Source: an optimization exercise on an open RTL-to-GDS flow (aim: small area and a short achievable clock period). Production flows keep margins and buffers that such runs may drop.
Where RTL was checked, it was by simulation tests only, not by an equivalence proof against the original.

// FIR1
module FIR1 (X, clk, Y, reset);
  input  [13:0] X;
  input         clk;
  output [13:0] Y;
  input         reset;
  reg [13:0] d1;
  reg [13:0] d2;
  reg [13:0] d3;
  reg [13:0] d4;
  reg [13:0] d5;
  reg [13:0] d6;
  reg [13:0] d7;
  reg [13:0] d8;
  reg [13:0] d9;
  reg [13:0] d10;
  reg [13:0] d11;
  reg [13:0] d12;
  reg [13:0] d13;
  reg [13:0] d14;
  reg [13:0] d15;
  reg [13:0] d16;
  reg [13:0] d17;
  reg [13:0] d18;
  reg [13:0] d19;
  reg [14:0] q2_0;
  reg [14:0] q2_1;
  reg [14:0] q2_2;
  reg [14:0] q2_3;
  reg [16:0] t2_5;
  reg [29:0] r2a;
  reg [28:0] r2b;
  reg [15:0] r1;
  reg [0:0] r1c;
  reg [11:0] r1ha;
  reg [11:0] r1hb;
  reg [14:0] r1d;
  reg [13:0] Y;
  wire s1 = d17[2] ^ d19[2];
  wire c2 = d17[2] | d19[2];
  wire s3, c4;
  FIR1_fa us3 (~d17[0], d17[3], d19[3], s3, c4);
  wire s5, c6;
  FIR1_fa us5 (d17[4], d19[4], ~d17[1], s5, c6);
  wire s7, c8;
  FIR1_fa us7 (~d17[2], d17[5], d19[5], s7, c8);
  wire s9, c10;
  FIR1_fa us9 (~d17[3], d17[6], d19[6], s9, c10);
  wire s11, c12;
  FIR1_fa us11 (~d17[4], d17[7], d19[7], s11, c12);
  wire s13, c14;
  FIR1_fa us13 (~d17[5], d17[8], d19[8], s13, c14);
  wire s15, c16;
  FIR1_fa us15 (~d17[6], d17[9], d19[9], s15, c16);
  wire s17, c18;
  FIR1_fa us17 (~d17[7], d17[10], d19[10], s17, c18);
  ...
clock: 10.0 ns
lec_check: 0
abc_area: 1
cap_margin: 20
core_margin: 2
core_utilization: 40
cts_cluster_diameter: 150
cts_cluster_size: 20
slew_margin: 20
synth_hierarchical: 1
synth_minimum_keep_size: 0
standard.sh (not shown) runs the stock make flow with config.mk's settings and CLKGATE_MAP_FILE= SYNTH_SCRIPT=/design/flow/synth_recipe.tcl, a recipe that flattens the netlist after the stock synthesis.
==> flow/flow/run.sh <==
#!/bin/bash
set -euo pipefail
bash standard.sh SETUP_SLACK_MARGIN=6.3 "BUFFER_PORTS_ARGS=-buffer_cell sky130_fd_sc_hd__buf_4" finish > standard_run.log 2>&1
Then changed:
CTS_CLUSTER_SIZE = 26   (was 20)
=>
- The changed run produced a clean layout
- via count falls by about 0.6%
- final area went down by 0.50%
- global-route usage stays flat
- die area stays the same
- wire length is about the same
No run of this note included a check of the RTL's function; only the layout flow was run.

FIR1, a different RTL version from the one above (not shown whole).
Size: roughly 1,500 cells after synthesis, ~23,000 sq um of cells after synthesis.
==> flow/config.mk <==
export PLATFORM = sky130hd
export DESIGN_NAME = FIR1
export DESIGN_NICKNAME = FIR1
export VERILOG_FILES = /design/flow/design.v
export SDC_FILE = /design/flow/constraint.sdc
export NUM_CORES = 4
export LEC_CHECK = 0
export CAP_MARGIN = 20
export CORE_MARGIN = 2
export CORE_UTILIZATION = 40
export CTS_CLUSTER_DIAMETER = 150
export CTS_CLUSTER_SIZE = 20
export SLEW_MARGIN = 20
export SYNTH_HIERARCHICAL = 1
export SYNTH_MINIMUM_KEEP_SIZE = 0
export TNS_END_PERCENT = 10
==> flow/constraint.sdc <==
create_clock -name core_clock -period 10.0 [get_ports {clk}]
set_input_delay 2.0000 -clock core_clock [delete_from_list [all_inputs] [get_ports {clk}]]
set_output_delay 2.0000 -clock core_clock [all_outputs]
set_load 0.01 [all_outputs]
==> flow/flow/run.sh <==
#!/bin/bash
set -euo pipefail
bash standard.sh SETUP_SLACK_MARGIN=6.2 finish > standard_run.log 2>&1
Next try:
==> flow/flow/run.sh (replaced) <==
#!/bin/bash
set -euo pipefail
bash standard.sh SETUP_SLACK_MARGIN=6.0 finish > standard_run.log 2>&1
Settings changed: ABC_AREA set to 1, TNS_END_PERCENT 10 to not set.
The changed run finished clean.
Setup slack is better by 0.040 ns.
Cell count rose by 30%.
Count of clock-buffer cells in the layout is unchanged.
Wire length is higher by about 23%.
Register-to-register slack improves by 0.04 ns.
Cell area rose by about 7.5%.
Core utilization decreases by 0.73 points.
Worst hold slack loses 0.018 ns.
Sequential share of layout area falls by 3.0 points.
Global-route usage increases by 2.1 points.
Next try:
==> flow/run.sh (new file) <==
#!/bin/bash
# synth_recipe.tcl (not shown) runs the flow's synth.tcl, then flattens the netlist and writes it again
# the make line also repeats each setting of config.mk as NAME=value (left out here)
make -C /OpenROAD-flow-scripts/flow DESIGN_CONFIG=/design/flow/config.mk WORK_HOME=/design/flow/orfs CLKGATE_MAP_FILE= SYNTH_SCRIPT=/design/flow/synth_recipe.tcl finish
Settings changed: ABC_AREA 1 to not set, SETUP_SLACK_MARGIN set to 5.
removed: flow/flow/run.sh
removed: flow/standard.sh
Outcome: The new run went through all stages and came out clean. Synthesized cell count falls by a quarter to a third. Synthesized area shrinks by a little under a tenth. Clock skew drops by 0.0047 ns. Count of clock-buffer cells in the layout is unchanged. Hold slack gets better by 0.016 ns.
Next try:
==> flow/flow/run.sh (new file) <==
#!/bin/bash
set -euo pipefail
bash standard.sh SETUP_SLACK_MARGIN=6.0 finish > standard_run.log 2>&1
==> flow/standard.sh (new file) <==
#!/bin/bash
# synth_recipe.tcl (not shown) runs the flow's synth.tcl, then flattens the netlist and writes it again
# the make line also repeats each setting of config.mk as NAME=value (left out here)
make -C /OpenROAD-flow-scripts/flow DESIGN_CONFIG=/design/flow/config.mk WORK_HOME=/design/flow/orfs CLKGATE_MAP_FILE= SYNTH_SCRIPT=/design/flow/synth_recipe.tcl "${@:-finish}"
Settings changed: CTS_CLUSTER_DIAMETER 150 to not set, CTS_CLUSTER_SIZE 20 to not set, SETUP_SLACK_MARGIN 5 to not set.
removed: flow/run.sh
The new run went through all stages and came out clean.
Critical path depth goes down by 4.
Sequential share of layout area is lower by 2.2 points.
Register-to-register slack improved by 0.33 ns.
Cell area increases by 5.8%.
Via count goes up by 3.4%.
Global-route usage grows by 0.23 points.
Flip-flop and latch count is unchanged.

re-timing with driven ports:
Ports are ideal in the flow. The routed layouts listed here were re-timed in OpenROAD. Step 1 (the two cells are an assumption about what drives the block):
set clk [get_ports {clk}]
set_driving_cell -lib_cell sky130_fd_sc_hd__clkbuf_16 $clk
set_driving_cell -lib_cell sky130_fd_sc_hd__buf_2 [delete_from_list [all_inputs] $clk]
Step 2 times the ports against the registers' clock, not the clock port: input delays grow and output delays shrink by t, the midpoint of the rising clock arrivals with the driver on. Three values: ideal ports, drivers, drivers and shift; two values: the first two.
run	shift t [ns]	setup slack, ns	worst slew at a driven data input, ns
the first run of note 1	0.647	6.391 / 6.391 / 6.076	0.03
the second run of note 1	0.624	6.371 / 6.371 / 6.081	0.03
the first run of note 2	0.611	6.010 / 6.010 / 5.449	0.05
the second run of note 2	0.641	6.050 / 6.050 / 5.568	0.03
the third run of note 2	0.609	5.469 / 5.501 / 4.892	0.03
the fourth run of note 2	0.613	6.040 / 6.040 / 5.461	0.05
After both steps every run listed still meets setup and hold. The setup slack of the fourth run of note 2, which loses most, moves by 0.000 ns with the drivers and by -0.579 ns with both steps.
